What follows belongs to an exercise in optimizing a design on an open flow for small area and a short achievable clock period; a production flow would make more cautious choices.
No run shown here included a check of the RTL's function; only the layout flow was run.
Power is estimated from default activity; no workload was simulated.

<file path="design/flow/design.v">
module Decoder (
    input  [1:0] SEL,
    output [3:0] HSEL
    );
    assign HSEL = 4'b0001 << SEL;
endmodule
module Multiplexor (
    input      [1:0]   SEL,
    input      [127:0] HRDATA_ALL,
    input      [3:0]   HRESP_ALL,
    output     [31:0]  HRDATA,
    output             HRESP
    );
    assign HRDATA = HRDATA_ALL[32*SEL +: 32];
    assign HRESP  = HRESP_ALL[SEL];
endmodule
module master (
    input             HCLK,
    input             HRESETn,
    input             enable,
    input      [31:0] addr,
    input      [31:0] w_data,
    input      [1:0]  htrans,
    input      [2:0]  hsize,
    input             hwrite,
    input      [2:0]  hburst,
    input             HREADY,
    input             HRESP,
    output            m_idle,
    output            m_write,
    output            m_read,
    output     [31:0] HADDR,
    output     [1:0]  HTRANS,
    output     [31:0] WDATA,      
    input      [31:0] data_out,
    output reg [31:0] data_out_q
    );
    localparam IDLE = 2'd0, WRITE = 2'd1, READ = 2'd2;
    reg [1:0]  state;
    reg [10:0] bc, wc;
    reg        bflag, wflag;
    reg [10:0] temp_lo;
    reg        t_hz, t_ho;
    reg [31:0] wd_c, wd_d;
    assign m_idle  = (state == IDLE) || (state == 2'd3);
    assign m_write = (state == WRITE);
    assign m_read  = (state == READ);
    wire [31:0] cnt_addr = {21'b0, hburst[0] ? bc : wc};
    assign HADDR  = m_idle ? 32'd0 : (hburst == 3'd0) ? addr : cnt_addr;
    assign HTRANS = m_idle ? 2'd0 : htrans;
    wire [2:0]  HSIZE  = m_idle ? 3'd0 : hsize;
    wire [31:0] HWDATA = m_idle ? 32'd0 : (HREADY ? wd_d : wd_c);
    assign WDATA = (HSIZE == 3'd0) ? {24'b0, HWDATA[7:0]} :
                   (HSIZE == 3'd1) ? {16'b0, HWDATA[15:0]} : HWDATA;
    reg [1:0] next_state;
    always @(*) begin
        case (state)
            IDLE:
                next_state = !enable ? IDLE : HRESP ? IDLE : hwrite ? WRITE : READ;
            WRITE, READ:
                next_state = !enable ? IDLE : !HREADY ? state :
                             HRESP ? IDLE : hwrite ? WRITE : READ;
            default:
                next_state = IDLE;
        endcase
    end
    always @(posedge HCLK or negedge HRESETn) begin
        if (!HRESETn) state <= IDLE;
        else          state <= next_state;
    end
    always @(posedge HCLK or negedge HRESETn) begin
        if (!HRESETn) data_out_q <= 32'd0;
        else          data_out_q <= data_out;
    end
    always @(posedge HCLK or negedge HRESETn) begin
        if (!HRESETn) begin
            wd_c <= 32'd0;
            wd_d <= 32'd0;
        end else if (HREADY) begin
            wd_c <= w_data;
            wd_d <= wd_c;
        end
    end
    reg [5:0] lim_k;
    always @(*) begin
        case (hburst)
            3'd3:    lim_k = 6'd12;
            3'd5:    lim_k = 6'd28;
            default: lim_k = 6'd60;
        endcase
    end
    wire [11:0] lim_sum = {1'b0, temp_lo} + {6'b0, lim_k};
    wire        lim_hz  = (t_hz & ~lim_sum[11]) | (t_ho & lim_sum[11]);
    wire        bc_lt   = ~lim_hz | (bc < lim_sum[10:0]);
    wire [10:0] bc_inc = bc + 11'd4;
    always @(posedge HCLK or negedge HRESETn) begin
        if (!HRESETn) begin
            bc      <= 11'd0;
            bflag   <= 1'b0;
            temp_lo <= 11'd0;
            t_hz    <= 1'b1;
            t_ho    <= 1'b0;
        end else if (HREADY) begin
            if (htrans == 2'd2) begin
                bc      <= addr[10:0];
                temp_lo <= addr[10:0];
                t_hz    <= (addr[31:11] == 21'd0);
                t_ho    <= (&addr[31:11]);
            end else if (htrans == 2'd3) begin
                if (hburst[0]) begin
                    if (bflag)
                        bflag <= 1'b0;
                    else if (hburst == 3'd1 || bc_lt)
                        bc <= bc_inc;
                end
            end else if (htrans == 2'd1) begin
                if (!bflag) begin
                    bc    <= bc_inc;
                    bflag <= 1'b1;
                end
            end
        end else if (htrans == 2'd1) begin
            if (!bflag) begin
                bc    <= bc_inc;
                bflag <= 1'b1;
            end
        end
    end
    reg [10:0] wmask;
    reg        wvalid;
    always @(*) begin
        case (hburst)
            3'd2:    begin wmask = 11'h7F0; wvalid = 1'b1; end
            3'd4:    begin wmask = 11'h7E0; wvalid = 1'b1; end
            3'd6:    begin wmask = 11'h7C0; wvalid = 1'b1; end
            default: begin wmask = 11'h000; wvalid = 1'b0; end
        endcase
    end
    wire [10:0] wrapv  = temp_lo & wmask;
    wire [10:0] wlimit = wrapv + (~wmask - 11'd3);
    wire        wcond  = wvalid & t_hz & (wc >= wlimit);
    wire [10:0] wc_inc = wc + 11'd4;
    always @(posedge HCLK or negedge HRESETn) begin
        if (!HRESETn) begin
            wc    <= 11'd0;
            wflag <= 1'b0;
        end else if (HREADY) begin
            if (htrans == 2'd2) begin
                wc <= addr[10:0];
            end else if (htrans == 2'd3) begin
                if (wflag)
                    wflag <= 1'b0;
                else
                    wc <= wcond ? wrapv : wc_inc;
            end else if (htrans == 2'd1) begin
                if (!wflag) begin
                    wc    <= wc_inc;
                    wflag <= 1'b1;
                end
            end
        end else if (!wflag) begin
            wc    <= wc_inc;
            wflag <= 1'b1;
        end
    end
endmodule
module slave #(parameter [1:0] SLAVE = 2'd0) (
    input             HCLK,
    input             HRESETn,
    input             HREADY,
    input             HWRITE,
    input      [1:0]  HTRANS,
    input             HSELx,
    input      [31:0] WDATA,
    input      [3:0]  idx,         
    input             lt16,        
    input             gt16,        
    input      [15:0] wsel,        
    input      [15:0] sel_next,    
    input      [3:0]  idx_next,    
    output reg        HRESP,
    output reg [31:0] HRDATA
    );
    localparam IDLE = 3'd0, WRITE = 3'd1, READ = 3'd2, BUSY = 3'd3, ERROR = 3'd4;
    reg [2:0]  state, next_state;
    reg        busy_flag;
    reg        resp_q;
    reg [31:0] rdata_q;
    reg [31:0] buf2;
    reg [15:0] written;
    reg [511:0] mem;
    wire we = (state == WRITE) & lt16;
    genvar g;
    generate
        for (g = 0; g < 16; g = g + 1) begin : word
            always @(posedge HCLK) begin
                if (we & wsel[g])
                    mem[32*g +: 32] <= WDATA;
            end
        end
    endgenerate
    wire [15:0] written_next = written | ({16{we}} & wsel);
    always @(posedge HCLK or negedge HRESETn) begin
        if (!HRESETn) written <= 16'd0;
        else          written <= written_next;
    end
    wire [15:0] rsel   = sel_next & written;
    wire        rconst = |(sel_next & ~written);
    wire        bypass = we & |(sel_next & wsel);
    reg  [31:0] mem_rd;
    integer i;
    always @(*) begin
        mem_rd = rconst ? {20'b0, SLAVE, 6'b0, idx_next} : 32'd0;
        for (i = 0; i < 16; i = i + 1)
            mem_rd = mem_rd | ({32{rsel[i]}} & mem[32*i +: 32]);
        if (bypass)
            mem_rd = WDATA;
    end
    reg [31:0] buf1;
    always @(posedge HCLK or negedge HRESETn) begin
        if (!HRESETn) begin
            buf1 <= 32'd0;
            buf2 <= 32'd0;
        end else if (HREADY) begin
            buf1 <= mem_rd;
            buf2 <= buf1;
        end
    end
    always @(*) begin
        case (state)
            IDLE:
                next_state = !HREADY ? IDLE : HWRITE ? WRITE : READ;
            WRITE, READ:
                if (HREADY) begin
                    if (gt16)
                        next_state = ERROR;
                    else if (HTRANS == 2'd1)
                        next_state = BUSY;
                    else if (HTRANS[1])
                        next_state = !HSELx ? IDLE : HWRITE ? WRITE : READ;
                    else
                        next_state = IDLE;
                end else begin
                    next_state = (HTRANS == 2'd0) ? IDLE : state;
                end
            BUSY:
                if (HTRANS == 2'd1)
                    next_state = BUSY;
                else if (HTRANS[1])
                    next_state = !(HREADY & HSELx) ? BUSY : HWRITE ? WRITE : READ;
                else
                    next_state = IDLE;
            default:
                next_state = IDLE;
        endcase
    end
    always @(posedge HCLK or negedge HRESETn) begin
        if (!HRESETn) begin
            state     <= IDLE;
            busy_flag <= 1'b0;
            resp_q    <= 1'b0;
            rdata_q   <= 32'd0;
        end else begin
            state     <= next_state;
            busy_flag <= (state == BUSY);
            resp_q    <= HRESP;
            rdata_q   <= HRDATA;
        end
    end
    always @(*) begin
        case (state)
            IDLE: begin
                HRESP  = 1'b0;
                HRDATA = 32'd0;
            end
            WRITE: begin
                HRESP  = gt16;
                HRDATA = rdata_q;
            end
            READ: begin
                if (gt16) begin
                    HRESP  = 1'b1;
                    HRDATA = rdata_q;
                end else if (busy_flag) begin
                    HRESP  = resp_q;
                    HRDATA = rdata_q;
                end else if (HREADY) begin
                    HRESP  = 1'b0;
                    HRDATA = buf1;
                end else begin
                    HRESP  = resp_q;
                    HRDATA = buf2;
                end
            end
            BUSY: begin
                HRESP  = resp_q;
                HRDATA = busy_flag ? rdata_q : buf2;
            end
            ERROR: begin
                HRESP  = 1'b1;
                HRDATA = rdata_q;
            end
            default: begin
                HRESP  = 1'b0;
                HRDATA = 32'd0;
            end
        endcase
    end
endmodule
module Top (
    input         enable,
    input  [31:0] addr,
    input  [31:0] w_data,
    input  [1:0]  htrans,
    input  [2:0]  hsize,
    input         hwrite,
    input  [2:0]  hburst,
    input         Master_ready,
    input         Slave_ready,
    input         HCLK,
    input         HRESETn,
    input  [1:0]  hselx,
    output [31:0] data_out
    );
    wire        m_idle, m_write, m_read;
    wire [31:0] HADDR;
    wire [1:0]  HTRANS;
    wire [31:0] WDATA;
    wire [31:0] data_out_q;
    wire [31:0] HRDATA;
    wire        HRESP;
    wire [3:0]  HSEL;
    wire [127:0] hrdata_all;
    wire [3:0]  hresp_all;
    master Master (
        .HCLK(HCLK), .HRESETn(HRESETn),
        .enable(enable), .addr(addr), .w_data(w_data), .htrans(htrans),
        .hsize(hsize), .hwrite(hwrite), .hburst(hburst),
        .HREADY(Master_ready), .HRESP(HRESP),
        .m_idle(m_idle), .m_write(m_write), .m_read(m_read),
        .HADDR(HADDR), .HTRANS(HTRANS), .WDATA(WDATA),
        .data_out(data_out), .data_out_q(data_out_q)
    );
    reg  [3:0] idx;
    reg        lt16, gt16;
    wire       lt16_n = (HADDR[31:6] == 26'd0);
    wire       eq16_n = (HADDR[31:2] == 30'd16);
    wire [15:0] sel_next = lt16_n ? (16'd1 << HADDR[5:2]) : 16'd0;
    wire [15:0] wsel     = lt16   ? (16'd1 << idx) : 16'd0;
    always @(posedge HCLK or negedge HRESETn) begin
        if (!HRESETn) begin
            idx  <= 4'd0;
            lt16 <= 1'b1;
            gt16 <= 1'b0;
        end else begin
            if (Slave_ready) begin
                idx  <= HADDR[5:2];
                lt16 <= lt16_n;
                gt16 <= ~lt16_n & ~eq16_n;
            end
        end
    end
    Decoder Decode (.SEL(hselx), .HSEL(HSEL));
    genvar s;
    generate
        for (s = 0; s < 4; s = s + 1) begin : sl
            slave #(.SLAVE(s)) Slave (
                .HCLK(HCLK), .HRESETn(HRESETn),
                .HREADY(Slave_ready), .HWRITE(hwrite), .HTRANS(HTRANS),
                .HSELx(HSEL[s]), .WDATA(WDATA),
                .idx(idx), .lt16(lt16), .gt16(gt16), .wsel(wsel),
                .sel_next(sel_next), .idx_next(HADDR[5:2]),
                .HRESP(hresp_all[s]), .HRDATA(hrdata_all[32*s +: 32])
            );
        end
    endgenerate
    Multiplexor Mux (
        .SEL(hselx), .HRDATA_ALL(hrdata_all), .HRESP_ALL(hresp_all),
        .HRDATA(HRDATA), .HRESP(HRESP)
    );
    assign data_out = m_read ? HRDATA : m_write ? data_out_q : 32'd0;
endmodule
</file>
<file path="design/flow/run.sh">
#!/bin/bash
# synth_recipe.tcl (not shown) runs the flow's synth.tcl, then flattens the netlist and writes it again
# the make line also repeats each setting of config.mk as NAME=value (left out here)
make -C /OpenROAD-flow-scripts/flow DESIGN_CONFIG=/design/flow/config.mk WORK_HOME=/design/flow/orfs CLKGATE_MAP_FILE= SYNTH_SCRIPT=/design/flow/synth_recipe.tcl finish
</file>
<file path="design/flow/config.mk">
export PLATFORM = sky130hd
export DESIGN_NAME = Top
export DESIGN_NICKNAME = Top
export VERILOG_FILES = /design/flow/design.v
export SDC_FILE = /design/flow/constraint.sdc
export NUM_CORES = 4
export LEC_CHECK = 0
export CAP_MARGIN = 20
export CORE_MARGIN = 2
export CORE_UTILIZATION = 45
export PLACE_DENSITY = 0.6
export SLEW_MARGIN = 20
</file>
<file path="design/flow/constraint.sdc">
create_clock -name core_clock -period 8.0 [get_ports {HCLK}]
set_input_delay 1.6000 -clock core_clock [delete_from_list [all_inputs] [get_ports {HCLK}]]
set_output_delay 1.6000 -clock core_clock [all_outputs]
set_load 0.01 [all_outputs]
</file>
==> results of run 1 <==
[synthesized netlist by cell type (35+ instances only)]
| cell type | instances |
|---|---|
| edfxtp_1 | 2048 |
| dfrtp_1 | 607 |
| a22oi_1 | 541 |
| nand2_1 | 404 |
| clkbuf_1 | 281 |
| and3_1 | 193 |
| nor2_1 | 179 |
| mux2_2 | 178 |
| a222oi_1 | 152 |
| a22o_1 | 146 |
| a221o_1 | 131 |
| buf_2 | 130 |
| a221oi_1 | 124 |
| o21ai_0 | 114 |
| nand3_1 | 110 |
| nor3_1 | 100 |
| a21oi_1 | 80 |
| nand4_1 | 80 |
| or2_2 | 64 |
| inv_1 | 54 |
| o2bb2ai_1 | 51 |
| a31oi_1 | 47 |
| nand2b_1 | 42 |
| and2_1 | 35 |
[sequential cells by signal, summed over array words and instances (netlist names), 12 cells and up]
| signal | count |
|---|---|
| sl.Slave.mem | 2048 |
| sl.Slave.state | 12 |
| sl.Slave.rdata_q | 128 |
| sl.Slave.written | 64 |
| sl.Slave.buf1 | 128 |
| Master.wd_d | 32 |
| Master.wd_c | 32 |
| sl.Slave.buf2 | 128 |
| Master.data_out_q | 32 |
[worst max-delay path, stage by stage]
cell	delay, ns
buf_8	0.37
buf_4	0.58
mux2_2	0.42
a221o_1	0.48
mux4_2	0.50
a22o_1	0.38
clkdlybuf4s50_1	0.53
[worst max-delay path by stage]
| stage | depth (start not counted) | to | from | slack (ns) |
|---|---|---|---|---|
| after floorplan | 8 | data_out[23] | Slave_ready | 2.42 |
| after global placement | 14 | sl[3].Slave.buf1[21]$_DFFE_PN0P_ | hburst[0] | 1.16 |
| after detailed placement | 14 | sl[3].Slave.buf1[15]$_DFFE_PN0P_ | hburst[0] | 1.08 |
| after CTS | 7 | data_out[29] | Slave_ready | 1.52 |
| after global routing | 7 | data_out[29] | Slave_ready | 1.39 |
| final | 7 | data_out[29] | Slave_ready | 1.43 |
[metal layers]
metal  global-route usage  vias to the layer above  wire, um
met2                0.438                     4014    152000
met3               0.0542                      691     33700
met4                0.112                       14     14300
met1                0.396                    33400    131000
met5                    0                        -       105
li1                     -                    26200         -
[cell type report]
class / instances / area (um^2)
Inverter: 56 / 213
Tap cell: 2992 / 3740
Timing Repair Buffer: 373 / 3290
Clock buffer: 391 / 8130
Clock inverter: 103 / 863
Fill cell: 18000 / 108000
Sequential cell: 2657 / 76700
Multi-Input combinational cell: 3211 / 24000
Antenna cell: 15 / 37.5
[power groups by stage]
stage	combinational, W	clock (W)	sequential (W)
5_1_grt	0.00620	0.0136	0.0176
4_1_cts	0.00581	0.0130	0.0175
2_1_floorplan	0.00322	0	0.0172
3_3_place_gp	0.00569	0	0.0177
6_report	0.00593	0.0129	0.0175
3_5_place_dp	0.00578	0	0.0177
[kinds of logic (layout without fill, tap and decap cells)]
kind of cell,count (synthesis),after routing,share of synthesized area
buffers and inverters,499,923,0.0207
adder cells (fa/ha/maj),27,27,0.00329
XOR/XNOR,21,21,0.00181
AND/OR/NAND/NOR,1327,1327,0.0665
flip-flops,2657,2657,0.754
other,1,16,0.0000368
multiplexers,223,223,0.0280
AO/OA/AOI/OAI,1612,1612,0.126
[placed cells by master, fill, tap and decap left out, types with 65 or more instances in the layout]
cell type and count:
nand3_1 110, and3_1 183, buf_4 247, o21ai_0 114, nor3_1 91, edfxtp_1 2048, or2_2 65, a22o_1 146
nor2_1 109, clkbuf_16 301, nand4_1 80, clkdlybuf4s50_1 106, dfrtp_1 607, a222oi_1 152, a221o_1 131, mux2_2 178
a221oi_1 124, a22oi_1 541, nand2_1 401
[stage by stage]
step / setup slack [ns] / util / hold WS (ns) / cells / power (W)
finish: 1.43 / 0.520 / 0.469 / 9798 / 0.0363
global route: 1.39 / 0.520 / 0.493 / 9784 / 0.0374
CTS: 1.52 / 0.520 / 0.470 / 9779 / 0.0363
detailed placement: 1.08 / 0.480 / 0.455 / 9285 / 0.0235
global placement: 1.16 / 0.479 / 0.452 / 9283 / 0.0234
floorplan: 2.42 / - / 0.437 / 6367 / 0.0204
==> flow_metrics.env, run 1 <==
export IMPL_synth_area_leader_cell="edfxtp_1"
export IMPL_grt_max_degree=177
export IMPL_drive_above_1_share=0.162
export IMPL_status="no timing/DRC/antenna violations"
export IMPL_cts_buffers=292
export IMPL_maxCapViolations=0
export IMPL_nNetsFinal=6697
export IMPL_areaGrowthSynthToFinish_pct=14.9
export IMPL_die_area_um2=230000
export IMPL_core_area_um2=225000
export IMPL_viasPerCell=6.56
export IMPL_swShare=0.290
export IMPL_fin_setup_tns_ns=0
export IMPL_critPathLaunchType="primary input"
export IMPL_hold_path_end="Master.bc[0]$_DFFE_PN0P_"
export IMPL_power_density_nw_per_um2=311
export IMPL_yosysWarnings=6
export IMPL_hold_buffers=0
export IMPL_stdcell_area_um2=117000
export IMPL_postCtsSetupBuffers=0
export IMPL_place_area_um2=108000
export IMPL_holdPathStages=2
export IMPL_timing_rr_start="Master.state[0]$_DFFE_PN0P_"
export IMPL_p_switching_w=0.0105
export IMPL_wire_per_inst_um=33.8
export IMPL_fin_skew_ns=0.0586
export IMPL_synthArstFlopShare=0.229
export IMPL_grt_pass1_vias=61500
export IMPL_p_leak_nw=42.1
export IMPL_cp_arrival_ns=4.97
export IMPL_synth_top_area_share=0.604
export IMPL_vias=64300
export IMPL_io_buffers=111
export IMPL_clock_latency_ns=0.94
export IMPL_rsz0062_at_grt="no"
export IMPL_cts_tree="yes"
export IMPL_die_h_um=480
export IMPL_clk_pin_slew_ns=0.06
export IMPL_max_clock_path_buffers=4
export IMPL_antenna_found_initial=31
export IMPL_fp_dieW_um=480
export IMPL_overflow=0
export IMPL_path_class="primary input to primary output"
export IMPL_yosysSeqAreaShare=0.754
export IMPL_initial_core_util=0.453
export IMPL_first_pass_iters=7
export IMPL_r2r_end="sl[1].Slave.buf1[12]$_DFFE_PN0P_"
export IMPL_avgSynthCellArea_um2=16.0
export IMPL_syn_nets=6473
export IMPL_crit_fanout=43
export IMPL_drc_errors=0
export IMPL_relSlewSlack=0.230
export IMPL_ys_types=98
export IMPL_tightest_slew_ns=1.16
export IMPL_synthFlopType="edfxtp_1"
export IMPL_hold_violations=0
export IMPL_max_freq_mhz=152
export IMPL_grt_first_pass_wirelength_um=468000
export IMPL_p_clk_frac=0.354
export IMPL_reg2regPathDepth=12
export IMPL_hold_class="register to register"
export IMPL_setup_viol=0
export IMPL_ioPinCount=112
export IMPL_cp_data_required_time_ns=6.40
export IMPL_slew_viol_final=0
export IMPL_place_hpwl_um=189000
export IMPL_drtAntennaViolNets=0
export IMPL_comb_power_share=0.163
export IMPL_syn_area_um2=102000
export IMPL_crit_path_end_kind="primary output"
export IMPL_p_int_w=0.0258
export IMPL_synth_area_leaders="edfxtp_1, dfrtp_1, a22oi_1"
export IMPL_r2r_slack_ns=2.86
export IMPL_min_from="Master.bc[0]$_DFFE_PN0P_"
export IMPL_seq_power_share=0.483
export IMPL_drt_iter0_markers=9716
export IMPL_wirelength_um=332000
export IMPL_num_rows=174
export IMPL_ir_drop_v=0.000226
export IMPL_grt_util_all_layers=0.283
export IMPL_cts_htree_levels=5
export IMPL_cts_resized=0
export IMPL_layout_worst_path_cycle_share=0.821
export IMPL_fin_crit_ns=6.57
export IMPL_clock_root_buffer="clkbuf_16"
export IMPL_gp_congestion=0.957
export IMPL_synth_seq_cells=2657
export IMPL_synth_edf_count=2048
export IMPL_syn_inst=6367
export IMPL_cts_sinks=2657
==> inputs of run 2 (changes only) <==
--- a/design/flow/design.v
+++ b/design/flow/design.v
@@ -7,11 +7,15 @@
 module Multiplexor (
     input      [1:0]   SEL,
-    input      [127:0] HRDATA_ALL,
+    input              READY,
     input      [3:0]   HRESP_ALL,
-    output     [31:0]  HRDATA,
-    output             HRESP
+    input      [127:0] G1_ALL,
+    input      [127:0] G0_ALL,
+    output             HRESP,
+    output     [31:0]  data_out
     );
-    assign HRDATA = HRDATA_ALL[32*SEL +: 32];
-    assign HRESP  = HRESP_ALL[SEL];
+    assign HRESP = HRESP_ALL[SEL];
+    wire [31:0] d1 = G1_ALL[32*SEL +: 32];
+    wire [31:0] d0 = G0_ALL[32*SEL +: 32];
+    assign data_out = READY ? d1 : d0;
 endmodule
 module master (
@@ -30,4 +34,5 @@
     output            m_write,
     output            m_read,
+    output            mr_next,
     output     [31:0] HADDR,
     output     [1:0]  HTRANS,
@@ -54,4 +59,5 @@
                    (HSIZE == 3'd1) ? {16'b0, HWDATA[15:0]} : HWDATA;
     reg [1:0] next_state;
+    assign mr_next = (next_state == READ);
     always @(*) begin
         case (state)
@@ -179,6 +185,12 @@
     input      [15:0] sel_next,    
     input      [3:0]  idx_next,    
+    input             gt16_next,   
+    input             mr_next,     
+    input             mw,          
+    input      [31:0] doq,         
     output reg        HRESP,
-    output reg [31:0] HRDATA
+    output reg [31:0] HRDATA,
+    output     [31:0] G1,
+    output     [31:0] G0
     );
     localparam IDLE = 3'd0, WRITE = 3'd1, READ = 3'd2, BUSY = 3'd3, ERROR = 3'd4;
@@ -268,4 +280,23 @@
         end
     end
+    wire n_idle = (next_state == IDLE) || (next_state > ERROR);
+    wire n_b1   = (next_state == READ) & ~gt16_next & (state != BUSY);
+    wire n_b2   = (next_state == BUSY) & (state != BUSY);
+    reg  e_b1, e_b2, e_q;
+    always @(posedge HCLK or negedge HRESETn) begin
+        if (!HRESETn) begin
+            e_b1 <= 1'b0;
+            e_b2 <= 1'b0;
+            e_q  <= 1'b0;
+        end else begin
+            e_b1 <= mr_next & n_b1;
+            e_b2 <= mr_next & n_b2;
+            e_q  <= mr_next & ~n_idle & ~n_b1 & ~n_b2;
+        end
+    end
+    assign G1 = ({32{e_b1}} & buf1) | ({32{e_b2}} & buf2) |
+                ({32{e_q}} & rdata_q) | ({32{mw}} & doq);
+    assign G0 = ({32{e_b1 | e_b2}} & buf2) |
+                ({32{e_q}} & rdata_q) | ({32{mw}} & doq);
     always @(*) begin
         case (state)
@@ -323,13 +354,12 @@
     output [31:0] data_out
     );
-    wire        m_idle, m_write, m_read;
+    wire        m_idle, m_write, m_read, mr_next;
     wire [31:0] HADDR;
     wire [1:0]  HTRANS;
     wire [31:0] WDATA;
     wire [31:0] data_out_q;
-    wire [31:0] HRDATA;
     wire        HRESP;
     wire [3:0]  HSEL;
-    wire [127:0] hrdata_all;
+    wire [127:0] hrdata_all, g1_all, g0_all;
     wire [3:0]  hresp_all;
     master Master (
@@ -338,5 +368,5 @@
         .hsize(hsize), .hwrite(hwrite), .hburst(hburst),
         .HREADY(Master_ready), .HRESP(HRESP),
-        .m_idle(m_idle), .m_write(m_write), .m_read(m_read),
+        .m_idle(m_idle), .m_write(m_write), .m_read(m_read), .mr_next(mr_next),
         .HADDR(HADDR), .HTRANS(HTRANS), .WDATA(WDATA),
         .data_out(data_out), .data_out_q(data_out_q)
@@ -371,4 +401,7 @@
                 .idx(idx), .lt16(lt16), .gt16(gt16), .wsel(wsel),
                 .sel_next(sel_next), .idx_next(HADDR[5:2]),
+                .gt16_next(Slave_ready ? (~lt16_n & ~eq16_n) : gt16),
+                .mr_next(mr_next), .mw(m_write), .doq(data_out_q),
+                .G1(g1_all[32*s +: 32]), .G0(g0_all[32*s +: 32]),
                 .HRESP(hresp_all[s]), .HRDATA(hrdata_all[32*s +: 32])
             );
@@ -376,7 +409,7 @@
     endgenerate
     Multiplexor Mux (
-        .SEL(hselx), .HRDATA_ALL(hrdata_all), .HRESP_ALL(hresp_all),
-        .HRDATA(HRDATA), .HRESP(HRESP)
+        .SEL(hselx), .READY(Slave_ready), .HRESP_ALL(hresp_all),
+        .G1_ALL(g1_all), .G0_ALL(g0_all),
+        .HRESP(HRESP), .data_out(data_out)
     );
-    assign data_out = m_read ? HRDATA : m_write ? data_out_q : 32'd0;
 endmodule
--- a/design/flow/config.mk
+++ b/design/flow/config.mk
@@ -9,4 +9,7 @@
 export CORE_MARGIN = 2
 export CORE_UTILIZATION = 45
+export CTS_CLUSTER_DIAMETER = 60
+export CTS_CLUSTER_SIZE = 24
 export PLACE_DENSITY = 0.6
+export SETUP_SLACK_MARGIN = 3.5
 export SLEW_MARGIN = 20
==> run 2 against run 1 <==
Against the previous run:
- register-to-register slack improved by 0.82 ns
- critical endpoint is now data_out[21]
- largest cell class unchanged
- still clean
- clock-buffer cell count decreased by 196
- total power decreased by 1.3%
- critical path depth increased by 3
- cell count increased by 4.7%
- sequential power increased by 2%
==> flow_metrics.env, run 2 <==
export IMPL_stdcell_area_um2=119000
export IMPL_clock_root_buffer="clkbuf_16"
export IMPL_p_int_w=0.0238
export IMPL_num_rows=176
export IMPL_clk_pin_slew_ns=0.08
export IMPL_relSlewSlack=0.173
export IMPL_wire_per_inst_um=35.2
export IMPL_fin_setup_tns_ns=0
export IMPL_fin_skew_ns=0.0671
export IMPL_drt_iter0_markers=12600
export IMPL_crit_path_top_delay_cell="a222oi_1"
export IMPL_place_hpwl_um=217000
export IMPL_ir_drop_v=0.000265
export IMPL_seq_power_share=0.499
export IMPL_crit_start="Slave_ready"
export IMPL_io_buffers=111
export IMPL_layout_worst_path_cycle_share=0.675
export IMPL_final_cell_mix="edfxtp_1, dfrtp_1, a22oi_1, nand2_1, buf_4"
export IMPL_cts_buffers=167
export IMPL_n_fill_cell=18600
export IMPL_p_leak_nw=41.8
export IMPL_cp_depth=10
export IMPL_fp_dieW_um=484
export IMPL_synth_edf_count=2048
export IMPL_syn_nets=6903
export IMPL_core_area_um2=230000
export IMPL_maxCapViolations=0
export IMPL_critPathMostFrequentCell="buf_6"
export IMPL_cts_tree="yes"
export IMPL_use_met3=0.0684
export IMPL_cp_arrival_ns=3.80
export IMPL_critPathMaxStageDelay_ns=0.85
export IMPL_swShare=0.335
export IMPL_yosysMostFrequentCell="edfxtp_1"
export IMPL_status="no timing/DRC/antenna violations"
export IMPL_top_usage_layer="met2"
export IMPL_hold_buffers=0
export IMPL_r2r_end="sl[2].Slave.buf1[19]$_DFFE_PN0P_"
export IMPL_crit_fanout=6
export IMPL_path_class="primary input to primary output"
export IMPL_cp_data_required_time_ns=6.40
export IMPL_p_clk_frac=0.270
export IMPL_clock_latency_ns=0.89
export IMPL_met2_usage=0.437
export IMPL_power_density_nw_per_um2=301
export IMPL_grt_util_all_layers=0.298
export IMPL_synth_area_leader_cell="edfxtp_1"
export IMPL_setup_viol=0
export IMPL_path_cells="buf_16 -> inv_16 -> buf_12 -> buf_8 -> a21o_4 -> buf_6 -> buf_6 -> a222oi_1 -> o221ai_2 -> buf_2"
export IMPL_r2r_slack_ns=3.68
export IMPL_synth_top_area_share=0.592
export IMPL_ioPinCount=112
export IMPL_antenna_found_initial=37
export IMPL_avgSynthCellArea_um2=15.3
export IMPL_grt_pass1_vias=64100
export IMPL_largest_reg_flops=2048
export IMPL_max_freq_mhz=185
export IMPL_use_met1=0.429
export IMPL_cts_htree_levels=4
export IMPL_grt_first_pass_wirelength_um=501000
export IMPL_path_delay_family="compound AO/OA/AOI/OAI gates"
export IMPL_place_area_um2=110000
export IMPL_ys_types=91
export IMPL_slew_viol_final=0
export IMPL_initial_core_util=0.452
export IMPL_layout_commonest_cell="edfxtp_1"
export IMPL_gp_congestion=0.963
export IMPL_yosysWarnings=6
export IMPL_areaGrowthSynthToFinish_pct=14.8
export IMPL_yosysSeqAreaShare=0.742
export IMPL_grt_max_degree=144
export IMPL_drive_above_1_share=0.197
export IMPL_tightest_slew_ns=1.24
export IMPL_hold_class="register to register"
export IMPL_wirelength_um=361000
export IMPL_synthArstFlopShare=0.233
export IMPL_synth_seq_cells=2669
export IMPL_crit_end="data_out[21]"
export IMPL_drtAntennaViolNets=0
export IMPL_comb_power_share=0.231
export IMPL_vias=68600
export IMPL_syn_area_um2=104000
export IMPL_viasPerCell=6.69
export IMPL_nNetsFinal=7185
export IMPL_crit_path_end_kind="primary output"
export IMPL_p_switching_w=0.0120
export IMPL_max_clock_path_buffers=3
export IMPL_critPathLaunchType="primary input"
export IMPL_syn_inst=6797
export IMPL_rsz0062_at_grt="yes"
export IMPL_timing_rr_start="Master.state[0]$_DFF_PN0_"
export IMPL_drc_errors=0
export IMPL_first_pass_iters=10
export IMPL_cts_sinks=2669
export IMPL_reg2regPathDepth=15
export IMPL_fin_crit_ns=5.40
export IMPL_overflow=0
export IMPL_synth_area_leaders="edfxtp_1, dfrtp_1, a22oi_1"
export IMPL_worst_path_buf_inv=7
export IMPL_die_area_um2=235000
export IMPL_largest_register="sl.Slave.mem"
export IMPL_hold_violations=0
export IMPL_yosys_top_cells_count="edfxtp_1, dfrtp_1, a22oi_1"
export IMPL_die_h_um=484
export IMPL_synthFlopType="edfxtp_1"
## run 2: changes by cell type after synthesis, sizes merged, moves of 65 or more
| cell | previous run | this run |
|---|---|---|
| a21oi | 80 | 307 |
| nand3 | 110 | 175 |
| buf | 162 | 251 |
| a222oi | 152 | 313 |
| a221o | 131 | 29 |
| nor2 | 181 | 348 |
| and3 | 195 | 85 |
## run 2: kinds of logic (layout without fill, tap and decap cells)
family,count (synthesis),in the layout,share of synthesized area
flops,2669,2669,0.742
compound gates,1900,1901,0.140
simple gates,1425,1431,0.0658
buf+inv,549,963,0.0246
mux,206,206,0.0228
fa+ha+maj,26,26,0.00313
xor+xnor,21,21,0.00177
other cells,1,17,0.0000361
## run 2: timing repair
action,in CTS,in global routing
setup buffers,110,68
endpoints found under the setup margin,178,95
gates resized for setup,427,136
pin swaps,77,75
cloned,12,7
## run 2: area by class of cell
class                      count  area [um^2]  share of cell area
timing repair buffer         624         5990              0.0503
inverter                      29          125             0.00105
timing repair inverter         2         17.5            0.000147
clock buffer                 195         4460              0.0374
clock inverter               113         1380              0.0116
tap                         3026         3790              0.0318
multi-input combinational   3586        26400               0.221
sequential                  2669        77000               0.646
antenna                       16         40.0            0.000336
## run 2: power by group through the flow
stage	Clock (W)	Combinational [W]	Sequential (W)
finish	0.00966	0.00829	0.0179
global route	0.0102	0.00864	0.0180
CTS	0.00975	0.00782	0.0178
detailed placement	0	0.00739	0.0181
global placement	0	0.00723	0.0180
floorplan	0	0.00414	0.0175
## run 2: layer usage
layer | wire [um] | vias to the layer above
li1 | - | 28000
met1 | 142000 | 35400
met5 | 172 | -
met4 | 16300 | 24
met3 | 43100 | 621
met2 | 159000 | 4575
## run 2: worst min-delay path: stages, from the launching register on
cell	delay, ns
dfrtp_1	0.34
nand2_1	0.05
nand2_1	0.06
## run 2: worst min path at each step
stage | slack, ns | endpoint | depth (start not counted) | startpoint
2_1_floorplan | 0.44 | Master.bc[0]$_DFFE_PN0P_ | 2 | Master.bc[0]$_DFFE_PN0P_
3_3_place_gp | 0.45 | Master.bc[0]$_DFFE_PN0P_ | 2 | Master.bc[0]$_DFFE_PN0P_
3_5_place_dp | 0.46 | Master.bc[0]$_DFFE_PN0P_ | 2 | Master.bc[0]$_DFFE_PN0P_
4_1_cts | 0.48 | Master.bc[0]$_DFFE_PN0P_ | 2 | Master.bc[0]$_DFFE_PN0P_
5_1_grt | 0.51 | Master.data_out_q[24]$_DFF_PN0_ | 2 | Master.data_out_q[24]$_DFF_PN0_
6_report | 0.48 | Master.bc[0]$_DFFE_PN0P_ | 2 | Master.bc[0]$_DFFE_PN0P_
## run 2: metrics by stage
step | hold slack (ns) | instances | utilization | setup slack, ns | power [W]
final | 0.482 | 10300 | 0.519 | 2.60 | 0.0359
after global routing | 0.509 | 10200 | 0.519 | 2.67 | 0.0368
after CTS | 0.482 | 10200 | 0.514 | 2.60 | 0.0354
after detailed placement | 0.461 | 9738 | 0.479 | 0.940 | 0.0255
after global placement | 0.452 | 9737 | 0.479 | 1.02 | 0.0253
after floorplan | 0.437 | 6797 | - | 3.27 | 0.0217
==> inputs of run 3 (changes only) <==
--- a/design/flow/config.mk
+++ b/design/flow/config.mk
@@ -9,6 +9,4 @@
 export CORE_MARGIN = 2
 export CORE_UTILIZATION = 45
-export CTS_CLUSTER_DIAMETER = 60
-export CTS_CLUSTER_SIZE = 24
 export PLACE_DENSITY = 0.6
 export SETUP_SLACK_MARGIN = 3.5
==> run 3 against run 2 <==
Against the previous run:
- still clean on timing, DRC and antenna
- sequential power is essentially flat
- synthesized area is the same
- design area is 2.5% higher
- total power rose by 9.4%
- sequential share of layout area shrank 1.6 points
- flip-flop and latch count did not move
- cell count grew 1.7%
- core utilization up 1.3 points
- first-iteration DRC count fell by 3.1%
- via count is 0.47% higher
- setup slack worse by 0.0067 ns
- largest power group unchanged
==> flow_metrics.env, run 3 <==
export IMPL_status="no timing/DRC/antenna violations"
export IMPL_crit_path_top_delay_cell="a222oi_1"
export IMPL_initial_core_util=0.452
export IMPL_hold_buffers=0
export IMPL_synth_area_leader_cell="edfxtp_1"
export IMPL_tightest_slew_ns=1.20
export IMPL_wire_per_inst_um=34.7
export IMPL_avgSynthCellArea_um2=15.3
export IMPL_layout_commonest_cell="edfxtp_1"
export IMPL_critPathMaxStageDelay_ns=1.01
export IMPL_place_area_um2=110000
export IMPL_fin_skew_ns=0.0669
export IMPL_cts_buffers=292
export IMPL_overflow=0
export IMPL_cts_tree="yes"
export IMPL_synth_edf_count=2048
export IMPL_rsz0062_at_grt="yes"
export IMPL_hold_class="register to register"
export IMPL_ys_types=91
export IMPL_yosysSeqAreaShare=0.742
export IMPL_yosysMostFrequentCell="edfxtp_1"
export IMPL_path_class="primary input to primary output"
export IMPL_largest_register="sl.Slave.mem"
export IMPL_grt_first_pass_wirelength_um=506000
export IMPL_die_area_um2=235000
export IMPL_clock_root_buffer="clkbuf_16"
export IMPL_die_h_um=484
export IMPL_grt_max_degree=144
export IMPL_syn_area_um2=104000
export IMPL_vias=68900
export IMPL_slew_viol_final=0
export IMPL_final_cell_mix="edfxtp_1, dfrtp_1, a22oi_1, nand2_1, buf_4"
export IMPL_num_rows=176
export IMPL_syn_nets=6903
export IMPL_power_density_nw_per_um2=321
export IMPL_clock_latency_ns=0.97
export IMPL_clk_pin_slew_ns=0.06
export IMPL_first_pass_iters=11
export IMPL_maxCapViolations=0
export IMPL_yosysWarnings=6
export IMPL_max_clock_path_buffers=4
export IMPL_hold_violations=0
export IMPL_viasPerCell=6.61
export IMPL_io_buffers=111
export IMPL_fp_dieW_um=484
export IMPL_synth_top_area_share=0.592
export IMPL_cp_data_required_time_ns=6.40
export IMPL_drc_errors=0
export IMPL_cts_htree_levels=5
export IMPL_yosys_top_cells_count="edfxtp_1, dfrtp_1, a22oi_1"
export IMPL_max_freq_mhz=185
export IMPL_path_cells="buf_16 -> inv_16 -> a21o_4 -> a222oi_1 -> mux4_2 -> nand2_2 -> buf_6"
export IMPL_synthArstFlopShare=0.233
export IMPL_syn_inst=6797
export IMPL_nNetsFinal=7281
export IMPL_synthFlopType="edfxtp_1"
export IMPL_synth_seq_cells=2669
export IMPL_synth_area_leaders="edfxtp_1, dfrtp_1, a22oi_1"
export IMPL_relSlewSlack=0.198
export IMPL_stdcell_area_um2=122000
export IMPL_ioPinCount=112
export IMPL_wirelength_um=362000
export IMPL_critPathLaunchType="primary input"
export IMPL_cp_arrival_ns=3.81
export IMPL_drt_iter0_markers=12200
export IMPL_place_hpwl_um=217000
export IMPL_drtAntennaViolNets=0
export IMPL_setup_viol=0
export IMPL_grt_pass1_vias=65500
export IMPL_layout_worst_path_cycle_share=0.676
export IMPL_grt_util_all_layers=0.302
export IMPL_gp_congestion=0.963
export IMPL_antenna_found_initial=37
export IMPL_largest_reg_flops=2048
export IMPL_p_leak_nw=43.2
export IMPL_fin_crit_ns=5.41
export IMPL_cts_sinks=2669
export IMPL_fin_setup_tns_ns=0
export IMPL_areaGrowthSynthToFinish_pct=17.7
export IMPL_ir_drop_v=0.000295
export IMPL_drive_above_1_share=0.205
export IMPL_core_area_um2=230000
export IMPL_crit_path_end_kind="primary output"
export IMPL_crit_fanout=6
[run 3: cell counts after synthesis]
Identical to the previous run, type by type.
[run 3: metrics by stage]
step | total power, W | utilization | hold WS [ns] | std cells | setup WS, ns
after global routing | 0.0403 | 0.532 | 0.509 | 10400 | 2.66
after detailed placement | 0.0255 | 0.479 | 0.461 | 9738 | 0.940
after floorplan | 0.0217 | - | 0.437 | 6797 | 3.27
after global placement | 0.0253 | 0.479 | 0.452 | 9737 | 1.02
final | 0.0392 | 0.532 | 0.477 | 10400 | 2.59
after CTS | 0.0389 | 0.528 | 0.476 | 10400 | 2.61
[run 3: cell families (layout without fill, tap and decap cells)]
group | count (synthesis) | count (layout) | share of synthesized area
AOI/OAI and AO/OA | 1900 | 1901 | 0.140
DFF | 2669 | 2669 | 0.742
adders and majority gates | 26 | 26 | 0.00313
muxes | 206 | 206 | 0.0228
other | 1 | 20 | 0.0000361
buffers and inverters | 549 | 1138 | 0.0246
xor gates and xnor gates | 21 | 21 | 0.00177
and+or+nand+nor | 1425 | 1428 | 0.0658
[run 3: what timing repair did]
item | in CTS | in global routing
pin swaps | 73 | 68
endpoints found under the setup margin | 178 | 139
gates resized for setup | 407 | 127
cloned | 15 | 1
setup buffers | 92 | 61
[run 3: layer usage]
metal	part of all wire	track usage
met4	0.049	0.134
met5	0.0012	0
met1	0.40	0.426
met2	0.43	0.438
met3	0.12	0.0803
[run 3: path summary, 6_finish.rpt]
path | end | slack, ns | cells after the start | start
worst min-delay path | Master.bc[0]$_DFFE_PN0P_ | 0.48 | 2 | Master.bc[0]$_DFFE_PN0P_
worst max-delay path | data_out[12] | 2.59 | 7 | Slave_ready
min in group asynchronous | sl[0].Slave.buf1[11]$_DFFE_PN0P_ | 0.69 | 1 | HRESETn
worst max register to register | sl[1].Slave.buf1[2]$_DFFE_PN0P_ | 3.62 | 15 | Master.state[0]$_DFF_PN0_
max in group asynchronous | sl[1].Slave.buf2[26]$_DFF_PN0_ | 5.83 | 2 | HRESETn
worst min register to register | Master.bc[0]$_DFFE_PN0P_ | 0.48 | 2 | Master.bc[0]$_DFFE_PN0P_
[run 3: worst max-delay path, delay by kind of cell]
kind / cells / cell delay (ns)
buf+inv: 3 / 0.32
simple gates: 1 / 0.09
mux: 1 / 0.55
compound gates: 2 / 1.22
[run 3: power breakdown]
group	leakage [nW]	total (W)	switching (W)	internal, W
clock	4.48	0.0130	0.00542	0.00761
sequential	27.0	0.0179	0.00114	0.0168
combinational	11.7	0.00828	0.00570	0.00258
total	43.2	0.0392	0.0123	0.0270
[run 3: cell type report]
| type | count | area (um^2) |
|---|---|---|
| repair inverters | 2 | 17.5 |
| inverters | 29 | 125 |
| repair buffers | 598 | 5750 |
| fillers | 18400 | 107000 |
| clock buffers | 381 | 7950 |
| flip-flops and latches | 2669 | 77000 |
| multi-input cells | 3583 | 26300 |
| well taps | 3026 | 3790 |
| clock inverters | 128 | 1140 |
| diodes | 19 | 47.5 |
==> inputs of run 4 (changes only) <==
--- a/design/flow/config.mk
+++ b/design/flow/config.mk
@@ -9,5 +9,8 @@
 export CORE_MARGIN = 2
 export CORE_UTILIZATION = 45
+export CTS_CLUSTER_DIAMETER = 60
+export CTS_CLUSTER_SIZE = 24
 export PLACE_DENSITY = 0.6
 export SETUP_SLACK_MARGIN = 3.5
 export SLEW_MARGIN = 20
+export SYNTH_HIERARCHICAL = 1
==> run 4 against run 3 <==
Against the previous run:
- clock skew decreased by 0.021 ns
- global-route usage increased by 3.2 points
- total power is 3.6% lower
- die area increased by 6.4%
- combinational power is 14% higher
- cell count is 6.9% higher
- routed wire length increased by 20%
- clock power decreased by 22%
- maximum frequency is 6.0% higher
- synthesized area grew 6.5%
- design area up 5.8%
- critical path type is now register to primary output
- critical endpoint is now data_out[29]
- largest cell class unchanged
==> flow_metrics.env, run 4 <==
export IMPL_cts_sinks=2669
export IMPL_clock_latency_ns=0.91
export IMPL_rsz0062_at_grt="yes"
export IMPL_drc_errors=0
export IMPL_power_w=0.0378
export IMPL_grt_first_pass_wirelength_um=588000
export IMPL_hold_path_end="Master.temp_lo[0]$_DFFE_PN0P_"
export IMPL_layout_commonest_cell="edfxtp_1"
export IMPL_num_rows=181
export IMPL_setup_viol=0
export IMPL_syn_area_um2=111000
export IMPL_comb_power_share=0.249
export IMPL_avgSynthCellArea_um2=14.8
export IMPL_yosysWarnings=12
export IMPL_initial_core_util=0.454
export IMPL_gp_congestion=0.910
export IMPL_place_hpwl_um=241000
export IMPL_r2r_slack_ns=3.43
export IMPL_cp_arrival_ns=3.50
export IMPL_final_cell_mix="edfxtp_1, and3_1, a22oi_1, dfrtp_1, buf_4"
export IMPL_wire_per_inst_um=38.8
export IMPL_critPathLaunchType="register"
export IMPL_first_pass_iters=8
export IMPL_p_clk_frac=0.268
export IMPL_p_leak_nw=49.2
export IMPL_n_fill_cell=19600
export IMPL_hold_class="register to register"
export IMPL_top_usage_layer="met2"
export IMPL_die_area_um2=250000
export IMPL_holdPathStages=2
export IMPL_io_buffers=111
export IMPL_path_class="register to primary output"
export IMPL_relSlewSlack=0.0716
export IMPL_layout_worst_path_cycle_share=0.637
export IMPL_fin_skew_ns=0.0456
export IMPL_maxCapViolations=0
export IMPL_p_switching_w=0.0136
export IMPL_clk_pin_slew_ns=0.08
export IMPL_syn_nets=7555
export IMPL_swShare=0.359
export IMPL_reg2regPathDepth=24
export IMPL_ioPinCount=112
export IMPL_wirelength_um=432000
export IMPL_grt_max_degree=166
export IMPL_vias=77900
export IMPL_tightest_slew_ns=1.39
export IMPL_max_freq_mhz=196
export IMPL_grt_pass1_vias=73000
export IMPL_drt_iter0_markers=12700
export IMPL_areaGrowthSynthToFinish_pct=17.0
export IMPL_overflow=0
export IMPL_use_met1=0.444
export IMPL_seq_power_share=0.483
export IMPL_cts_htree_levels=4
export IMPL_fin_crit_ns=5.10
export IMPL_status="no timing/DRC/antenna violations"
export IMPL_p_int_w=0.0242
export IMPL_cp_data_required_time_ns=6.40
export IMPL_core_area_um2=244000
export IMPL_timing_rr_start="Master.state[0]$_DFF_PN0_"
export IMPL_fin_setup_tns_ns=0
export IMPL_crit_path_top_delay_cell="mux4_2"
export IMPL_die_h_um=500
export IMPL_min_from="Master.temp_lo[0]$_DFFE_PN0P_"
export IMPL_critPathMaxStageDelay_ns=0.55
export IMPL_syn_inst=7449
export IMPL_fin_util=0.531
export IMPL_hold_slack_ns=0.491
export IMPL_drive_above_1_share=0.234
export IMPL_crit_path_end_kind="primary output"
export IMPL_viasPerCell=6.99
export IMPL_clock_root_buffer="clkbuf_16"
export IMPL_ir_drop_v=0.000218
export IMPL_cts_buffers=178
export IMPL_path_cells="ha_4 -> buf_12 -> buf_12 -> buf_16 -> a22o_1 -> a221o_1 -> mux4_2 -> mux2_4 -> buf_6"
export IMPL_use_met3=0.0739
export IMPL_largest_reg_flops=2048
export IMPL_met2_usage=0.503
export IMPL_nNetsFinal=7884
export IMPL_drtAntennaViolNets=0
export IMPL_max_clock_path_buffers=3
export IMPL_fp_dieW_um=500
export IMPL_hold_violations=0
export IMPL_power_density_nw_per_um2=292
export IMPL_slew_viol_final=0
export IMPL_critPathMostFrequentCell="buf_12"
export IMPL_largest_register="sl.Slave.mem"
export IMPL_antenna_found_initial=33
export IMPL_cts_tree="yes"
export IMPL_crit_fanout=6
export IMPL_r2r_end="sl[0].Slave.buf1[13]$_DFFE_PN0P_"
export IMPL_grt_util_all_layers=0.334
[run 4: cell type report]
cell class	count	area, um^2	share of cell area
Multi-Input combinational cell	4070	33600	0.260
Timing Repair Buffer	698	7720	0.0597
Antenna cell	23	57.6	0.000445
Tap cell	3202	4010	0.0310
Sequential cell	2669	77100	0.596
Clock buffer	202	4700	0.0364
Inverter	161	612	0.00473
Clock inverter	133	1530	0.0118
[run 4: worst max path at each step]
stage	start	endpoint	slack [ns]	cells after the start
2_1_floorplan	hburst[0]	sl[3].Slave.buf1[0]$_DFFE_PN0P_	3.15	17
3_3_place_gp	hburst[1]	sl[0].Slave.buf1[17]$_DFFE_PN0P_	0.82	15
3_5_place_dp	hburst[1]	sl[0].Slave.buf1[2]$_DFFE_PN0P_	0.77	15
4_1_cts	Master.state[0]$_DFF_PN0_	data_out[11]	2.87	9
5_1_grt	Master.state[1]$_DFF_PN0_	data_out[29]	2.86	10
6_report	Master.state[0]$_DFF_PN0_	data_out[29]	2.90	9
[run 4: layer usage]
layer	vias to the layer above	wire [um]
li1	30700	-
met1	40200	158000
met2	5900	192000
met3	1109	52400
met4	16	30000
met5	-	100
[run 4: critical path: cells and delay by family, from the launching register on]
family | cells | cell delay [ns]
muxes | 2 | 0.90
buffers and inverters | 4 | 0.60
DFF | 1 | 0.42
AOI/OAI and AO/OA | 2 | 0.47
adders and majority gates | 1 | 0.19
[run 4: timing repair]
| action | 4_1_cts | 5_1_grt |
|---|---|---|
| buffers inserted | 88 | 121 |
| hold buffers | 0 | 0 |
| cloned | 25 | 18 |
| gates resized for setup | 531 | 418 |
| pin swaps | 37 | 72 |
| setup endpoints to repair | 177 | 168 |
[run 4: power by group through the flow]
stage | Clock [W] | Sequential, W | Combinational, W
after floorplan | 0 | 0.0174 | 0.00417
final | 0.0101 | 0.0183 | 0.00941
after detailed placement | 0 | 0.0184 | 0.00738
after global routing | 0.0106 | 0.0183 | 0.00962
after global placement | 0 | 0.0184 | 0.00726
after CTS | 0.0102 | 0.0181 | 0.00826
[run 4: through the flow]
stage	instances	setup slack [ns]	instance area, um^2
after floorplan	7449	3.15	112000
after global placement	10500	0.823	117000
after detailed placement	10500	0.765	118000
after CTS	11000	2.87	126000
after global routing	11100	2.86	129000
final	11200	2.90	129000
==> inputs of run 5 (changes only) <==
--- a/design/flow/design.v
+++ b/design/flow/design.v
@@ -35,4 +35,5 @@
     output            m_read,
     output            mr_next,
+    output            mw_next,
     output     [31:0] HADDR,
     output     [1:0]  HTRANS,
@@ -41,6 +42,5 @@
     output reg [31:0] data_out_q
     );
-    localparam IDLE = 2'd0, WRITE = 2'd1, READ = 2'd2;
-    reg [1:0]  state;
+    reg        st_w, st_r;    
     reg [10:0] bc, wc;
     reg        bflag, wflag;
@@ -48,7 +48,7 @@
     reg        t_hz, t_ho;
     reg [31:0] wd_c, wd_d;
-    assign m_idle  = (state == IDLE) || (state == 2'd3);
-    assign m_write = (state == WRITE);
-    assign m_read  = (state == READ);
+    assign m_idle  = ~st_w & ~st_r;
+    assign m_write = st_w;
+    assign m_read  = st_r;
     wire [31:0] cnt_addr = {21'b0, hburst[0] ? bc : wc};
     assign HADDR  = m_idle ? 32'd0 : (hburst == 3'd0) ? addr : cnt_addr;
@@ -58,20 +58,17 @@
     assign WDATA = (HSIZE == 3'd0) ? {24'b0, HWDATA[7:0]} :
                    (HSIZE == 3'd1) ? {16'b0, HWDATA[15:0]} : HWDATA;
-    reg [1:0] next_state;
-    assign mr_next = (next_state == READ);
-    always @(*) begin
-        case (state)
-            IDLE:
-                next_state = !enable ? IDLE : HRESP ? IDLE : hwrite ? WRITE : READ;
-            WRITE, READ:
-                next_state = !enable ? IDLE : !HREADY ? state :
-                             HRESP ? IDLE : hwrite ? WRITE : READ;
-            default:
-                next_state = IDLE;
-        endcase
-    end
+    wire hold_st = ~m_idle & ~HREADY;
+    wire nw = enable & (hold_st ? st_w : (~HRESP & hwrite));
+    wire nr = enable & (hold_st ? st_r : (~HRESP & ~hwrite));
+    assign mr_next = nr;
+    assign mw_next = nw;
     always @(posedge HCLK or negedge HRESETn) begin
-        if (!HRESETn) state <= IDLE;
-        else          state <= next_state;
+        if (!HRESETn) begin
+            st_w <= 1'b0;
+            st_r <= 1'b0;
+        end else begin
+            st_w <= nw;
+            st_r <= nr;
+        end
     end
     always @(posedge HCLK or negedge HRESETn) begin
@@ -187,5 +184,5 @@
     input             gt16_next,   
     input             mr_next,     
-    input             mw,          
+    input             mw_next,     
     input      [31:0] doq,         
     output reg        HRESP,
@@ -283,5 +280,5 @@
     wire n_b1   = (next_state == READ) & ~gt16_next & (state != BUSY);
     wire n_b2   = (next_state == BUSY) & (state != BUSY);
-    reg  e_b1, e_b2, e_q;
+    reg  e_b1, e_b2, e_q, e_w;
     always @(posedge HCLK or negedge HRESETn) begin
         if (!HRESETn) begin
@@ -289,5 +286,7 @@
             e_b2 <= 1'b0;
             e_q  <= 1'b0;
+            e_w  <= 1'b0;
         end else begin
+            e_w  <= mw_next;
             e_b1 <= mr_next & n_b1;
             e_b2 <= mr_next & n_b2;
@@ -296,7 +295,7 @@
     end
     assign G1 = ({32{e_b1}} & buf1) | ({32{e_b2}} & buf2) |
-                ({32{e_q}} & rdata_q) | ({32{mw}} & doq);
+                ({32{e_q}} & rdata_q) | ({32{e_w}} & doq);
     assign G0 = ({32{e_b1 | e_b2}} & buf2) |
-                ({32{e_q}} & rdata_q) | ({32{mw}} & doq);
+                ({32{e_q}} & rdata_q) | ({32{e_w}} & doq);
     always @(*) begin
         case (state)
@@ -354,5 +353,5 @@
     output [31:0] data_out
     );
-    wire        m_idle, m_write, m_read, mr_next;
+    wire        m_idle, m_write, m_read, mr_next, mw_next;
     wire [31:0] HADDR;
     wire [1:0]  HTRANS;
@@ -368,5 +367,5 @@
         .hsize(hsize), .hwrite(hwrite), .hburst(hburst),
         .HREADY(Master_ready), .HRESP(HRESP),
-        .m_idle(m_idle), .m_write(m_write), .m_read(m_read), .mr_next(mr_next),
+        .m_idle(m_idle), .m_write(m_write), .m_read(m_read), .mr_next(mr_next), .mw_next(mw_next),
         .HADDR(HADDR), .HTRANS(HTRANS), .WDATA(WDATA),
         .data_out(data_out), .data_out_q(data_out_q)
@@ -402,5 +401,5 @@
                 .sel_next(sel_next), .idx_next(HADDR[5:2]),
                 .gt16_next(Slave_ready ? (~lt16_n & ~eq16_n) : gt16),
-                .mr_next(mr_next), .mw(m_write), .doq(data_out_q),
+                .mr_next(mr_next), .mw_next(mw_next), .doq(data_out_q),
                 .G1(g1_all[32*s +: 32]), .G0(g0_all[32*s +: 32]),
                 .HRESP(hresp_all[s]), .HRDATA(hrdata_all[32*s +: 32])
==> design/flow/flow/run.sh (new file) <==
#!/bin/bash
set -euo pipefail
export SYNTH_KEEP_MODULES="Multiplexor"
export BUFFER_PORTS_ARGS="-buffer_cell sky130_fd_sc_hd__buf_4"
bash standard.sh > standard.log 2>&1
==> design/flow/standard.sh (new file) <==
#!/bin/bash
# synth_recipe.tcl (not shown) runs the flow's synth.tcl, then flattens the netlist and writes it again
# the make line also repeats each setting of config.mk as NAME=value (left out here)
make -C /OpenROAD-flow-scripts/flow DESIGN_CONFIG=/design/flow/config.mk WORK_HOME=/design/flow/orfs CLKGATE_MAP_FILE= SYNTH_SCRIPT=/design/flow/synth_recipe.tcl "${@:-finish}"
--- a/design/flow/config.mk
+++ b/design/flow/config.mk
@@ -14,3 +14,2 @@
 export SETUP_SLACK_MARGIN = 3.5
 export SLEW_MARGIN = 20
-export SYNTH_HIERARCHICAL = 1
removed: design/flow/run.sh
==> run 5 against run 4 <==
Against the previous run:
- flip-flop and latch count did not move
- sequential power is essentially flat
- critical path type unchanged
- highest routed layer unchanged
- sequential share of layout area grew 3.0 points
- still clean
==> flow_metrics.env, run 5 <==
export IMPL_cts_buffers=176
export IMPL_grt_first_pass_wirelength_um=575000
export IMPL_core_area_um2=239000
export IMPL_yosysWarnings=6
export IMPL_synth_seq_cells=2669
export IMPL_drtAntennaViolNets=0
export IMPL_place_hpwl_um=247000
export IMPL_place_inst=10500
export IMPL_cts_tree="yes"
export IMPL_nNetsFinal=7768
export IMPL_vias=75900
export IMPL_max_freq_mhz=214
export IMPL_layout_worst_path_cycle_share=0.584
export IMPL_wirelength_um=418000
export IMPL_areaGrowthSynthToFinish_pct=13.9
export IMPL_io_buffers=111
export IMPL_crit_path_top_delay_cell="mux4_2"
export IMPL_ir_drop_v=0.000242
export IMPL_synthFlopType="edfxtp_1"
export IMPL_power_density_nw_per_um2=293
export IMPL_cts_htree_levels=4
export IMPL_cts_sinks=2669
export IMPL_syn_area_um2=108000
export IMPL_grt_max_degree=167
export IMPL_ioPinCount=112
export IMPL_path_cells="buf_6 -> nand2_2 -> nand3_1 -> mux4_2 -> mux2_4 -> buf_6"
export IMPL_critPathMaxStageDelay_ns=0.57
export IMPL_clock_root_buffer="clkbuf_16"
export IMPL_p_leak_nw=44.3
export IMPL_hold_violations=0
export IMPL_slew_viol_final=0
export IMPL_layout_commonest_cell="edfxtp_1"
export IMPL_fin_skew_ns=0.0630
export IMPL_grt_util_all_layers=0.336
export IMPL_first_pass_iters=10
export IMPL_cp_data_required_time_ns=6.40
export IMPL_drc_errors=0
export IMPL_synth_area_leader_cell="edfxtp_1"
export IMPL_overflow=0
export IMPL_n_fill_cell=19800
export IMPL_crit_fanout=36
export IMPL_path_class="register to primary output"
export IMPL_critPathLaunchType="register"
export IMPL_initial_core_util=0.454
export IMPL_ys_types=97
export IMPL_stdcell_area_um2=123000
export IMPL_clk_pin_slew_ns=0.08
export IMPL_status="no timing/DRC/antenna violations"
export IMPL_power_w=0.0361
export IMPL_synthArstFlopShare=0.233
export IMPL_yosys_top_cells_count="edfxtp_1, a22oi_1, nand2_1"
export IMPL_setup_slack_ns=3.33
export IMPL_synth_area_leaders="edfxtp_1, dfrtp_1, a22oi_1"
export IMPL_antenna_found_initial=46
export IMPL_avgSynthCellArea_um2=14.5
export IMPL_grt_pass1_vias=71200
export IMPL_relSlewSlack=0.170
export IMPL_largest_reg_flops=2048
export IMPL_setup_viol=0
export IMPL_drive_above_1_share=0.192
export IMPL_r2r_slack_ns=3.43
export IMPL_die_h_um=494
export IMPL_dp_slack_ns=1.55
export IMPL_num_rows=179
export IMPL_max_clock_path_buffers=3
export IMPL_fin_crit_ns=4.67
export IMPL_yosysSeqAreaShare=0.712
export IMPL_syn_inst=7480
export IMPL_viasPerCell=6.90
export IMPL_tightest_slew_ns=1.24
export IMPL_place_area_um2=114000
export IMPL_gp_congestion=0.987
export IMPL_fin_setup_tns_ns=0
export IMPL_drt_iter0_markers=13800
export IMPL_die_area_um2=244000
export IMPL_maxCapViolations=0
export IMPL_synth_edf_count=2048
export IMPL_cp_arrival_ns=3.07
export IMPL_hold_class="register to register"
export IMPL_final_cell_mix="edfxtp_1, a22oi_1, dfrtp_1, nand2_1, nand3_1"
export IMPL_fp_dieW_um=494
export IMPL_hold_buffers=0
export IMPL_clock_latency_ns=0.90
export IMPL_synth_top_area_share=0.569
export IMPL_instances_no_fill=11000
export IMPL_critPathMostFrequentCell="buf_6"
export IMPL_syn_nets=7583
export IMPL_rsz0062_at_grt="yes"
export IMPL_yosysMostFrequentCell="edfxtp_1"
export IMPL_largest_register="sl.Slave.mem"
export IMPL_wire_per_inst_um=38.0
export IMPL_crit_path_end_kind="primary output"
[run 5: final timing paths]
check | startpoint | endpoint | cells past startpoint
setup / recovery | sl[3].Slave.e_w$_DFF_PN0_ | data_out[27] | 6
hold / removal | Master.temp_lo[0]$_DFFE_PN0P_ | Master.temp_lo[0]$_DFFE_PN0P_ | 2
setup reg to reg | sl[3].Slave.e_w$_DFF_PN0_ | sl[3].Slave.buf1[2]$_DFFE_PN0P_ | 14
hold reg to reg | Master.temp_lo[0]$_DFFE_PN0P_ | Master.temp_lo[0]$_DFFE_PN0P_ | 2
max in group asynchronous | HRESETn | Master.wd_d[17]$_DFFE_PN0P_ | 2
min in group asynchronous | HRESETn | sl[0].Slave.buf1[23]$_DFFE_PN0P_ | 1
[run 5: per-layer routing]
metal,track usage,vias up,share of wire
met5,0,-,0.00058
met4,0.156,34,0.054
met3,0.103,981,0.14
met2,0.494,5561,0.44
met1,0.458,39100,0.37
li1,-,30200,-
[run 5: timing repair]
item,4_1_cts,5_1_grt
pin swaps,60,22
cloned,33,0
buffers inserted,69,12
resized for setup,262,68
setup endpoints to repair,164,151
[run 5: kinds of logic (layout without fill, tap and decap cells)]
kind of cell / Yosys count / after routing / share of synthesized area
XOR/XNOR: 24 / 24 / 0.00194
adder cells (fa/ha/maj): 23 / 23 / 0.00266
AND/OR/NAND/NOR: 2119 / 2131 / 0.0968
AO/OA/AOI/OAI: 1753 / 1755 / 0.125
buffers and inverters: 607 / 930 / 0.0234
flip-flops: 2669 / 2669 / 0.712
multiplexers: 284 / 284 / 0.0382
other: 1 / 24 / 0.0000347
[run 5: modules after synthesis, one instance, submodules excluded]
module       copies in the design  area, um^2  flops+latches
Top                             1      106000           2669
Multiplexor                     1        2160              0
[run 5: metrics by stage]
stage                      util  hold WS [ns]
final                     0.516         0.490
after detailed placement  0.480         0.468
after global placement    0.479         0.451
after global routing      0.516         0.509
after floorplan               -         0.437
after CTS                 0.515         0.488
[run 5: cell type report]
type | count | area [um^2] | area share
Antenna cell | 23 | 57.6 | 0.000467
Clock buffer | 197 | 4600 | 0.0373
Clock inverter | 133 | 1850 | 0.0150
Inverter | 70 | 265 | 0.00215
Multi-Input combinational cell | 4218 | 30400 | 0.247
Sequential cell | 2669 | 77100 | 0.626
Tap cell | 3167 | 3960 | 0.0322
Timing Repair Buffer | 530 | 4980 | 0.0404
[run 5: critical path: cells and delay by family, from the launching register on]
family / cells / cell delay [ns]
flip-flops: 1 / 0.38
buffers and inverters: 2 / 0.39
AND/OR/NAND/NOR: 2 / 0.44
multiplexers: 2 / 0.90
[run 5: where the power goes]
part	switching [W]	internal [W]
clock	0.00543	0.00487
sequential	0.00173	0.0165
combinational	0.00529	0.00222
total	0.0125	0.0236
==> inputs of run 6 (changes only) <==
==> design/flow/run.sh (new file) <==
#!/bin/bash
# synth_recipe.tcl (not shown) runs the flow's synth.tcl, then flattens the netlist and writes it again
# the make line also repeats each setting of config.mk as NAME=value (left out here)
make -C /OpenROAD-flow-scripts/flow DESIGN_CONFIG=/design/flow/config.mk WORK_HOME=/design/flow/orfs CLKGATE_MAP_FILE= SYNTH_SCRIPT=/design/flow/synth_recipe.tcl finish
removed: design/flow/flow/run.sh
removed: design/flow/standard.sh
==> run 6 against run 5 <==
Against the previous run:
- core utilization up 0.52 points
- global-route usage down 2.6 points
- critical endpoint is now data_out[10]
- combinational power fell by 26%
- critical path type is now primary input to primary output
- routed wire length is 9.7% lower
- via count down 5.6%
- synthesized cell count fell by 6.0%
- largest power group unchanged
- still clean on timing, DRC and antenna
- sequential share of layout area is 0.96 points higher
==> flow_metrics.env, run 6 <==
export IMPL_critPathLaunchType="primary input"
export IMPL_synthFlopType="edfxtp_1"
export IMPL_syn_area_um2=105000
export IMPL_nNetsFinal=7433
export IMPL_synth_xor_area_frac=0.00142
export IMPL_top_layer_used="met5"
export IMPL_layout_commonest_cell="edfxtp_1"
export IMPL_grt_max_degree=142
export IMPL_synth_simple_gate_area_frac=0.0790
export IMPL_synthAdderAreaFrac=0.00274
export IMPL_cts_htree_levels=4
export IMPL_synthArstFlopShare=0.233
export IMPL_synth_compound_area_frac=0.138
export IMPL_max_clock_path_buffers=3
export IMPL_ir_drop_v=0.000261
export IMPL_yosys_mux_area_fraction=0.0229
export IMPL_place_hpwl_um=229000
export IMPL_ys_types=98
export IMPL_viasPerCell=6.80
export IMPL_fp_dieW_um=487
export IMPL_cts_sinks=2669
export IMPL_gp_congestion=0.979
export IMPL_cts_tree="yes"
export IMPL_path_class="primary input to primary output"
export IMPL_core_area_um2=233000
export IMPL_grt_util_all_layers=0.311
export IMPL_synth_seq_cells=2669
export IMPL_areaGrowthSynthToFinish_pct=15.4
export IMPL_io_buffers=111
export IMPL_hold_violations=0
export IMPL_clock_latency_ns=0.92
export IMPL_status="no timing/DRC/antenna violations"
export IMPL_r2r_end="sl[2].Slave.buf1[24]$_DFFE_PN0P_"
export IMPL_layout_worst_path_cycle_share=0.681
export IMPL_rsz0062_at_grt="yes"
export IMPL_antenna_found_initial=42
export IMPL_yosysSeqAreaShare=0.733
export IMPL_reg2regPathDepth=14
export IMPL_ioPinCount=112
export IMPL_r2r_slack_ns=3.54
export IMPL_hold_path_end="Master.temp_lo[0]$_DFFE_PN0P_"
export IMPL_die_h_um=487
export IMPL_drtAntennaViolNets=0
export IMPL_clock_root_buffer="clkbuf_16"
export IMPL_setup_viol=0
export IMPL_wl_met3_um=49000
export IMPL_hold_slack_ns=0.484
export IMPL_cts_buffers=166
export IMPL_min_from="Master.temp_lo[0]$_DFFE_PN0P_"
==> run 6: changes by cell type in the layout (fill, tap and decap cells not counted), sizes merged, moves of 64 or more <==
cell | before | now
a22oi | 664 | 555
clkdlybuf4s50 | 0 | 65
mux4 | 65 | 1
nand2 | 640 | 430
nand3 | 462 | 224
o2bb2ai | 2 | 95
==> run 6: repair_timing <==
item,4_1_cts,5_1_grt
pin swaps,110,86
setup endpoints to repair,177,165
buffers inserted,107,61
gates resized for setup,419,155
cloned,18,5
==> run 6: metrics by stage <==
| stage | instances | area [um^2] | util | power (W) | worst slack, ns |
|---|---|---|---|---|---|
| 6_report | 10500 | 121000 | 0.522 | 0.0329 | 2.55 |
| 5_1_grt | 10500 | 121000 | 0.521 | 0.0338 | 2.63 |
| 4_1_cts | 10400 | 120000 | 0.516 | 0.0326 | 2.69 |
| 3_5_place_dp | 10000 | 112000 | 0.481 | 0.0228 | 1.19 |
| 3_3_place_gp | 10000 | 112000 | 0.480 | 0.0226 | 1.11 |
| 2_1_floorplan | 7032 | 105000 | - | 0.0201 | 3.50 |
==> run 6: layer usage <==
| layer | global-route usage | vias up |
|---|---|---|
| met4 | 0.135 | 20 |
| met2 | 0.455 | 5158 |
| met3 | 0.0783 | 790 |
| met5 | 0 | - |
| li1 | - | 29000 |
| met1 | 0.440 | 36700 |
==> run 6: how the worst max path moves through the flow <==
stage | from | end | slack, ns
6_report | Slave_ready | data_out[10] | 2.55
3_3_place_gp | hburst[0] | sl[3].Slave.buf1[21]$_DFFE_PN0P_ | 1.11
5_1_grt | Slave_ready | data_out[2] | 2.63
3_5_place_dp | hburst[2] | sl[3].Slave.buf1[16]$_DFFE_PN0P_ | 1.19
2_1_floorplan | Slave_ready | data_out[0] | 3.50
4_1_cts | Slave_ready | data_out[12] | 2.69
==> run 6: cell families after synthesis <==
kind of cell	after synthesis
flip-flops	2669
AO/OA/AOI/OAI	1888
AND/OR/NAND/NOR	1661
buffers and inverters	559
multiplexers	214
adder cells (fa/ha/maj)	23
XOR/XNOR	17
other	1
==> run 6: report_power, final <==
group	internal, W	switching, W	leakage, nW	total [W]
clock	0.00449	0.00520	2.84	0.00969
combinational	0.00183	0.00376	13.0	0.00559
sequential	0.0163	0.00134	26.8	0.0176
==> run 6: area by class of cell <==
| cell class | instances | area, um^2 | share of cell area |
|---|---|---|---|
| inverters | 50 | 209 | 0.00172 |
| repair inverters | 2 | 17.5 | 0.000144 |
| well taps | 3043 | 3810 | 0.0314 |
| clock buffers | 200 | 4450 | 0.0367 |
| repair buffers | 631 | 5850 | 0.0482 |
| flip-flops and latches | 2669 | 77000 | 0.635 |
| clock inverters | 113 | 1430 | 0.0118 |
| multi-input cells | 3810 | 28400 | 0.235 |
| diodes | 13 | 32.5 | 0.000268 |
==> run 6: critical path: stages <==
cell and delay, ns:
buf_16 0.15, inv_16 0.05, buf_4 0.13, buf_6 0.11, a21o_4 0.22, a222oi_1 0.93
mux2_4 0.30, o221ai_2 0.13, buf_2 0.21
